Context: an optimization exercise on an open-source flow, tuned for small area. The choices shown serve that exercise and are no tape-out recipe. Where RTL was checked, it was by simulation tests only, not by an equivalence proof against the original.

## main
==> module fpm_pre, before the edit <==
module fpm_pre (a, b, xe, ma, mb);
  input [31:0] a;
  input [31:0] b;
  output [7:0] xe;
  output [23:0] ma;
  output [23:0] mb;
  wire [7:0] ea = a[30:23];
  wire [7:0] eb = b[30:23];
  wire [7:0] c;
  wire [7:0] s;
  fpm_fa e0 (.a(ea[0]), .b(eb[0]), .c(1'b1), .s(s[0]), .co(c[1]));
  genvar i;
  generate
    for (i = 1; i < 7; i = i + 1) begin : g_e
      fpm_fa ei (.a(ea[i]), .b(eb[i]), .c(c[i]), .s(s[i]), .co(c[i + 1]));
    end
  endgenerate
  assign s[7] = ~(ea[7] ^ eb[7] ^ c[7]);
  assign xe = s;
  assign ma = {|ea, a[22:0]};
  assign mb = {|eb, b[22:0]};
endmodule
==> module fpm_round, before the edit <==
module fpm_round (xe, ph, g, r);
  input [7:0] xe;
  input [24:0] ph;
  input g;
  output [30:0] r;
  wire t = ph[24];
  wire [22:0] n = t ? ph[23:1] : ph[22:0];
  wire [23:0] c;
  wire [22:0] rr;
  assign c[0] = g;
  genvar i;
  generate
    for (i = 0; i < 23; i = i + 1) begin : g_r
      fpm_ha ri (.a(n[i]), .b(c[i]), .s(rr[i]), .co(c[i + 1]));
    end
  endgenerate
  wire ovf = c[23];
  wire [7:0] e;
  wire [8:0] ec;
  fpm_fa e0 (.a(xe[0]), .b(t), .c(ovf), .s(e[0]), .co(ec[1]));
  generate
    for (i = 1; i < 7; i = i + 1) begin : g_e
      fpm_ha ei (.a(xe[i]), .b(ec[i]), .s(e[i]), .co(ec[i + 1]));
    end
  endgenerate
  assign e[7] = xe[7] ^ ec[7];
  assign r = {e, rr[22] | ovf, rr[21:0]};
endmodule
==> module fp_mult, before the edit <==
module fp_mult (clk, reset, a, b, res);
  input clk;
  input reset;
  input [31:0] a;
  input [31:0] b;
  output reg [31:0] res;
  wire [7:0] xe0;
  wire [23:0] ma0, mb0;
  fpm_pre pre (.a(a), .b(b), .xe(xe0), .ma(ma0), .mb(mb0));
  reg s1;
  reg [7:0] xe1;
  reg [23:0] ma1, mb1;
  always @(posedge clk) begin
    s1 <= a[31] ^ b[31];
    xe1 <= xe0;
    ma1 <= ma0;
    mb1 <= mb0;
  end
  wire [24:0] ph1;
  wire g1;
  fpm_mul mul (.ma(ma1), .mb(mb1), .ph(ph1), .g(g1));
  reg s2;
  reg [7:0] xe2;
  reg [24:0] ph2;
  reg g2;
  always @(posedge clk) begin
    s2 <= s1;
    xe2 <= xe1;
    ph2 <= ph1;
    g2 <= g1;
  end
  wire [30:0] r2;
  fpm_round rnd (.xe(xe2), .ph(ph2), .g(g2), .r(r2));
  reg [31:0] r3n;
  always @(posedge clk) r3n <= ~{s2, r2};
  always @(posedge clk) res <= ~(r3n | {32{~reset}});
endmodule
clock: 8.0 ns
lec_check: 0
cap_margin: 20
core_margin: 2
core_utilization: 40
slew_margin: 20
synth_hierarchical: 1
synth_minimum_keep_size: 0
run.sh (not shown) runs the stock make flow with config.mk's settings and CLKGATE_MAP_FILE= SYNTH_SCRIPT=/design/flow/synth_recipe.tcl, a recipe that flattens the netlist after the stock synthesis.
Relative to main, the following input files were edited for the feature branch:
--- a/flow/design.v
+++ b/flow/design.v
@@ -2,25 +2,13 @@
   input [31:0] a;
   input [31:0] b;
   output [7:0] xe;
   output [23:0] ma;
   output [23:0] mb;
-  wire [7:0] ea = a[30:23];
-  wire [7:0] eb = b[30:23];
-  wire [7:0] c;
-  wire [7:0] s;
-  fpm_fa e0 (.a(ea[0]), .b(eb[0]), .c(1'b1), .s(s[0]), .co(c[1]));
-  genvar i;
-  generate
-    for (i = 1; i < 7; i = i + 1) begin : g_e
-      fpm_fa ei (.a(ea[i]), .b(eb[i]), .c(c[i]), .s(s[i]), .co(c[i + 1]));
-    end
-  endgenerate
-  assign s[7] = ~(ea[7] ^ eb[7] ^ c[7]);
-  assign xe = s;
-  assign ma = {|ea, a[22:0]};
-  assign mb = {|eb, b[22:0]};
+  assign xe = a[30:23] + b[30:23] + 8'd129;
+  assign ma = {|a[30:23], a[22:0]};
+  assign mb = {|b[30:23], b[22:0]};
 endmodule
 module fpm_mul (ma, mb, ph, g);
   input [23:0] ma;
   input [23:0] mb;
   output [24:0] ph;   
@@ -1238,30 +1226,13 @@
   input [24:0] ph;
   input g;
   output [30:0] r;
   wire t = ph[24];
   wire [22:0] n = t ? ph[23:1] : ph[22:0];
-  wire [23:0] c;
-  wire [22:0] rr;
-  assign c[0] = g;
-  genvar i;
-  generate
-    for (i = 0; i < 23; i = i + 1) begin : g_r
-      fpm_ha ri (.a(n[i]), .b(c[i]), .s(rr[i]), .co(c[i + 1]));
-    end
-  endgenerate
-  wire ovf = c[23];
-  wire [7:0] e;
-  wire [8:0] ec;
-  fpm_fa e0 (.a(xe[0]), .b(t), .c(ovf), .s(e[0]), .co(ec[1]));
-  generate
-    for (i = 1; i < 7; i = i + 1) begin : g_e
-      fpm_ha ei (.a(xe[i]), .b(ec[i]), .s(e[i]), .co(ec[i + 1]));
-    end
-  endgenerate
-  assign e[7] = xe[7] ^ ec[7];
-  assign r = {e, rr[22] | ovf, rr[21:0]};
+  wire [23:0] rr = {1'b0, n} + g;
+  wire [7:0] e = xe + t + rr[23];
+  assign r = {e, rr[23] ? rr[23:1] : rr[22:0]};
 endmodule
 module fp_mult (clk, reset, a, b, res);
   input clk;
   input reset;
   input [31:0] a;
@@ -1292,9 +1263,9 @@
     ph2 <= ph1;
     g2 <= g1;
   end
   wire [30:0] r2;
   fpm_round rnd (.xe(xe2), .ph(ph2), .g(g2), .r(r2));
-  reg [31:0] r3n;
-  always @(posedge clk) r3n <= ~{s2, r2};
-  always @(posedge clk) res <= ~(r3n | {32{~reset}});
+  reg [31:0] r3;
+  always @(posedge clk) r3 <= {s2, r2};
+  always @(posedge clk) res <= reset ? r3 : 32'd0;
 endmodule
--- outcome ---
- Looking at main and the feature branch, the clock-cell share of area is a wash.
- For the feature branch, the cell at the slowest stage of the critical path was inv_2, unlike main, where it was fa_1.
- The feature branch vs. main: worst hold slack after final layout saw little to no change; gate count after technology mapping saw an increase; routed wire length on met3 saw a decrease; clock buffer instance count of the final layout saw a decrease.
- Summary of the feature branch over main: share of the clock period used by the worst path after layout went down by 0.30 points, maximum number of pins on one net before global-route repair went up.
- Final instance area, the feature branch vs main: up by a few percent
- Max layout buffering overhead excluding clock cells across main and the feature branch: main
- The feature branch ended up with a higher total wire length after detailed routing than main did.
Only the layout flow was run in main; the RTL was not checked for function there.

fp_mult, a different RTL version from the one above (not shown whole).
Size: ~1500 cells after synthesis, about 160 flip-flops.
==> module fpm_clr, before the edit <==
module fpm_clr (d, keep, q);
  input [31:0] d;
  input keep;
  output [31:0] q;
  assign q = d & {32{keep}};
endmodule
==> module fp_mult, before the edit <==
module fp_mult (clk, reset, a, b, res);
  input clk;
  input reset;
  input [31:0] a;
  input [31:0] b;
  output reg [31:0] res;
  wire [7:0] xe0;
  wire [23:0] ma0, mb0;
  fpm_pre pre (.a(a), .b(b), .xe(xe0), .ma(ma0), .mb(mb0));
  reg s1;
  reg [7:0] xe1;
  reg [23:0] ma1, mb1;
  always @(posedge clk) begin
    s1 <= a[31] ^ b[31];
    xe1 <= xe0;
    ma1 <= ma0;
    mb1 <= mb0;
  end
  wire [24:0] ph1;
  wire g1;
  fpm_mul mul (.ma(ma1), .mb(mb1), .ph(ph1), .g(g1));
  reg s2;
  reg [7:0] xe2;
  reg [24:0] ph2;
  reg g2;
  always @(posedge clk) begin
    s2 <= s1;
    xe2 <= xe1;
    ph2 <= ph1;
    g2 <= g1;
  end
  wire [30:0] r2;
  fpm_round rnd (.xe(xe2), .ph(ph2), .g(g2), .r(r2));
  reg [31:0] r3;
  always @(posedge clk) r3 <= {s2, r2};
  wire [31:0] r3g;
  fpm_clr clr (.d(r3), .keep(reset), .q(r3g));
  always @(posedge clk) res <= r3g;
endmodule
Settings: LEC_CHECK=0, CAP_MARGIN=0, CORE_MARGIN=2, CORE_UTILIZATION=60, CTS_BUF_LIST=sky130_fd_sc_hd__clkbuf_8, SLEW_MARGIN=0, SYNTH_HIERARCHICAL=1, SYNTH_MINIMUM_KEEP_SIZE=0; clock period 8.0 ns.
standard.sh (not shown) runs the stock make flow with config.mk's settings and CLKGATE_MAP_FILE= SYNTH_SCRIPT=/design/flow/synth_recipe.tcl, a recipe that flattens the netlist after the stock synthesis.
==> flow/flow/run.sh <==
#!/bin/bash
# Layout flow: the standard ORFS flow (standard synthesis unchanged) with
#  - plain buf_1 cells as the port buffers global placement inserts (every
#    input and output port still gets its own buffer);
#  - clock tree built from clkbuf_8 (clkbuf_16 at the root), without the
#    dummy loads CTS otherwise adds for balancing.
set -euo pipefail
export BUFFER_PORTS_ARGS="-buffer_cell sky130_fd_sc_hd__buf_1"
export CTS_ARGS="-sink_clustering_enable -repair_clock_nets -buf_list sky130_fd_sc_hd__clkbuf_8 -root_buf sky130_fd_sc_hd__clkbuf_16 -dont_use_dummy_load"
bash standard.sh > standard_flow.log 2>&1
Rerun with:
--- a/flow/design.v
+++ b/flow/design.v
@@ -1272,16 +1272,10 @@
 module fpm_bsel (y0, y1, one_n, two_n, pp);
   input y0, y1, one_n, two_n;
   output pp;
   assign pp = ~((one_n | y0) & (two_n | y1));
 endmodule
-module fpm_clr (d, keep, q);
-  input [31:0] d;
-  input keep;
-  output [31:0] q;
-  assign q = d & {32{keep}};
-endmodule
 module fpm_round (xe, ph, g, r);
   input [7:0] xe;
   input [24:0] ph;
   input g;
   output [30:0] r;
@@ -1341,9 +1335,7 @@
   end
   wire [30:0] r2;
   fpm_round rnd (.xe(xe2), .ph(ph2), .g(g2), .r(r2));
   reg [31:0] r3;
   always @(posedge clk) r3 <= {s2, r2};
-  wire [31:0] r3g;
-  fpm_clr clr (.d(r3), .keep(reset), .q(r3g));
-  always @(posedge clk) res <= r3g;
+  always @(posedge clk) res <= reset ? r3 : 32'd0;
 endmodule
Wire length goes down by a few percent.
Register-to-register slack gets better by 0.19 ns.
Hold slack gets worse by 0.017 ns.
Cell area goes down slightly.
Maximum frequency goes up by a few percent.
First-iteration DRC count goes down by a few percent.
Final cell count goes down slightly.
Via count goes down by a few percent.
Setup slack gets better by 0.19 ns.
Global-route usage goes down by 1.2 points.
Synthesized cell count stays flat.
Function not checked in the first run of this note: the RTL went through the layout flow alone.

Setup of job 101:
fp_mult, a different RTL version from the one above (not shown whole).
Size in the first run: roughly 180 flip-flops, roughly 17000 µm² of cells after synthesis.
==> flow/config.mk <==
export PLATFORM = sky130hd
export DESIGN_NAME = fp_mult
export DESIGN_NICKNAME = fp_mult
export VERILOG_FILES = /design/flow/design.v
export SDC_FILE = /design/flow/constraint.sdc
export NUM_CORES = 4
export LEC_CHECK = 0
export CAP_MARGIN = 0
export CELL_PAD_IN_SITES_DETAIL_PLACEMENT = 1
export CELL_PAD_IN_SITES_GLOBAL_PLACEMENT = 2
export CORE_MARGIN = 2
export CORE_UTILIZATION = 50
export CTS_BUF_LIST = sky130_fd_sc_hd__clkbuf_8
export SLEW_MARGIN = 0
export SYNTH_HIERARCHICAL = 1
export SYNTH_MINIMUM_KEEP_SIZE = 0
==> flow/constraint.sdc <==
create_clock -name core_clock -period 8.0 [get_ports {clk}]
set_input_delay 1.6000 -clock core_clock [delete_from_list [all_inputs] [get_ports {clk}]]
set_output_delay 1.6000 -clock core_clock [all_outputs]
set_load 0.01 [all_outputs]
Scripts as last shown in full above: flow/flow/run.sh
Input-level comparison between job 102 and job 101:
--- a/flow/design.v
+++ b/flow/design.v
@@ -1418,56 +1418,56 @@
   assign p[36] = qs28;
   assign p[37] = qs29;
   assign p[38] = qs30;
   assign p[39] = qs31;
   assign p[40] = qs32;
   assign p[41] = qs33;
   assign p[42] = qs34;
   assign p[43] = qs35;
   assign p[44] = qs36;
   assign p[45] = qs37;
   assign p[46] = qs38;
   assign p[47] = qs39;
-  assign ph = p[47:23];
+  assign ph = ~p[47:23];
   assign g = (~p[23] & ~p[24]) | ~(&p[22:0]);
 endmodule
 module fpm_fa (a, b, c, s, co);
   input a, b, c;
   output s, co;
   assign s = a ^ b ^ c;
   assign co = (a & b) | (a & c) | (b & c);
 endmodule
 module fpm_ha (a, b, s, co);
   input a, b;
   output s, co;
   assign s = a ^ b;
   assign co = a & b;
 endmodule
 module fpm_bsel (y0, y1, one_n, two_n, pp);
   input y0, y1, one_n, two_n;
   output pp;
   assign pp = ~((one_n | y0) & (two_n | y1));
 endmodule
 module fpm_sel3 (s1, x1, s2, x2, s3, x3, ppn);
   input s1, x1, s2, x2, s3, x3;
   output ppn;
   assign ppn = ~((s1 & x1) | (s2 & x2) | (s3 & x3));
 endmodule
-module fpm_round (xe, phn, g, r);
+module fpm_round (xe, ph, g, r);
   input [7:0] xe;
-  input [24:0] phn;
+  input [24:0] ph;
   input g;
   output [30:0] r;
-  wire t = ~phn[24];
-  wire [22:0] n = ~(t ? phn[23:1] : phn[22:0]);
+  wire t = ph[24];
+  wire [22:0] n = t ? ph[23:1] : ph[22:0];
   wire [23:0] c;
   wire [22:0] rr;
   assign c[0] = g;
   genvar i;
   generate
     for (i = 0; i < 23; i = i + 1) begin : g_r
       fpm_ha ri (.a(n[i]), .b(c[i]), .s(rr[i]), .co(c[i + 1]));
     end
   endgenerate
   wire ovf = c[23];
   wire [7:0] e;
   wire [8:0] ec;
@@ -1507,17 +1507,17 @@
   fpm_mul mul (.ma(ma1), .a3h(a3h1), .mb(mb1), .ph(ph1), .g(g1));
   reg s2;
   reg [7:0] xe2;
   reg [24:0] ph2;
   reg g2;
   always @(posedge clk) begin
     s2 <= s1;
     xe2 <= xe1;
     ph2 <= ph1;
     g2 <= g1;
   end
   wire [30:0] r2;
-  fpm_round rnd (.xe(xe2), .phn(ph2), .g(g2), .r(r2));
+  fpm_round rnd (.xe(xe2), .ph(ph2), .g(g2), .r(r2));
   reg [31:0] r3;
   always @(posedge clk) r3 <= {s2, r2};
   always @(posedge clk) res <= reset ? r3 : 32'd0;
 endmodule
--- outcome ---
Comparing job 102 and job 101, the higher hold slack was measured on job 101.
Largest fanout on the critical path: higher on job 101
The wire length of the first global-routing pass of job 102 falls short of that of job 101 by about 2.5%.
Job 102 — worst setup slack before clock tree synthesis 0.12 ns lower, job 101 as reference
Number of signal-net buffers in the layout: job 102 vs job 101 down 7.7%
Compared with job 101, job 102 shows total standard cell area after synthesis lower by 0.72%.
Job 102 against job 101: critical path depth shows an increase of 12, routed wire length shows a reduction of 2.1%, worst setup slack shows an increase of 0.0092 ns.
Compared to job 101, job 102 leaves less free space in the core.
Taking job 101 as the reference, in job 102 proportion of synthesized chip area in sequential cells has increased; relative slew slack decreased by 7.8 points relative to the old numbers.
No functional check of the RTL was part of job 101.

## what the ideal ports hide
How much do the figures lean on ideal ports? The routed layouts below were timed once more, with nothing changed but the port constraints.
Step 1: set_driving_cell puts a clkbuf_16 on clk and a buf_2 on each other input, an assumption about the parent block.
Step 2, shift: input delay + t, output delay - t, t = (earliest + latest rising clock arrival at the registers) / 2. This alone moves slack from input paths to output paths.
Slacks: ideal / step 1 / step 2; pairs: ideal / step 1.
run | shift t [ns] | setup slack, ns | slew at the worst register clock pin (ns) | worst slew at a driven data input, ns | cell pins on the clock port's net
main | 0.521 | 0.505 / 0.505 / 0.505 | 0.08 / 0.08 | 0.04 | 1
the feature branch | 0.506 | 0.529 / 0.529 / 0.529 | 0.08 / 0.08 | 0.05 | 1
the first run of note 2 | 0.441 | 0.588 / 0.588 / 0.588 | 0.10 / 0.10 | 0.09 | 1
the second run of note 2 | 0.438 | 0.773 / 0.773 / 0.773 | 0.11 / 0.11 | 0.05 | 1
job 101 | 0.448 | 0.970 / 0.970 / 0.970 | 0.10 / 0.10 | 0.04 | 1
job 102 | 0.466 | 0.979 / 0.979 / 0.979 | 0.11 / 0.11 | 0.04 | 1
After both steps every run listed still meets setup and hold.
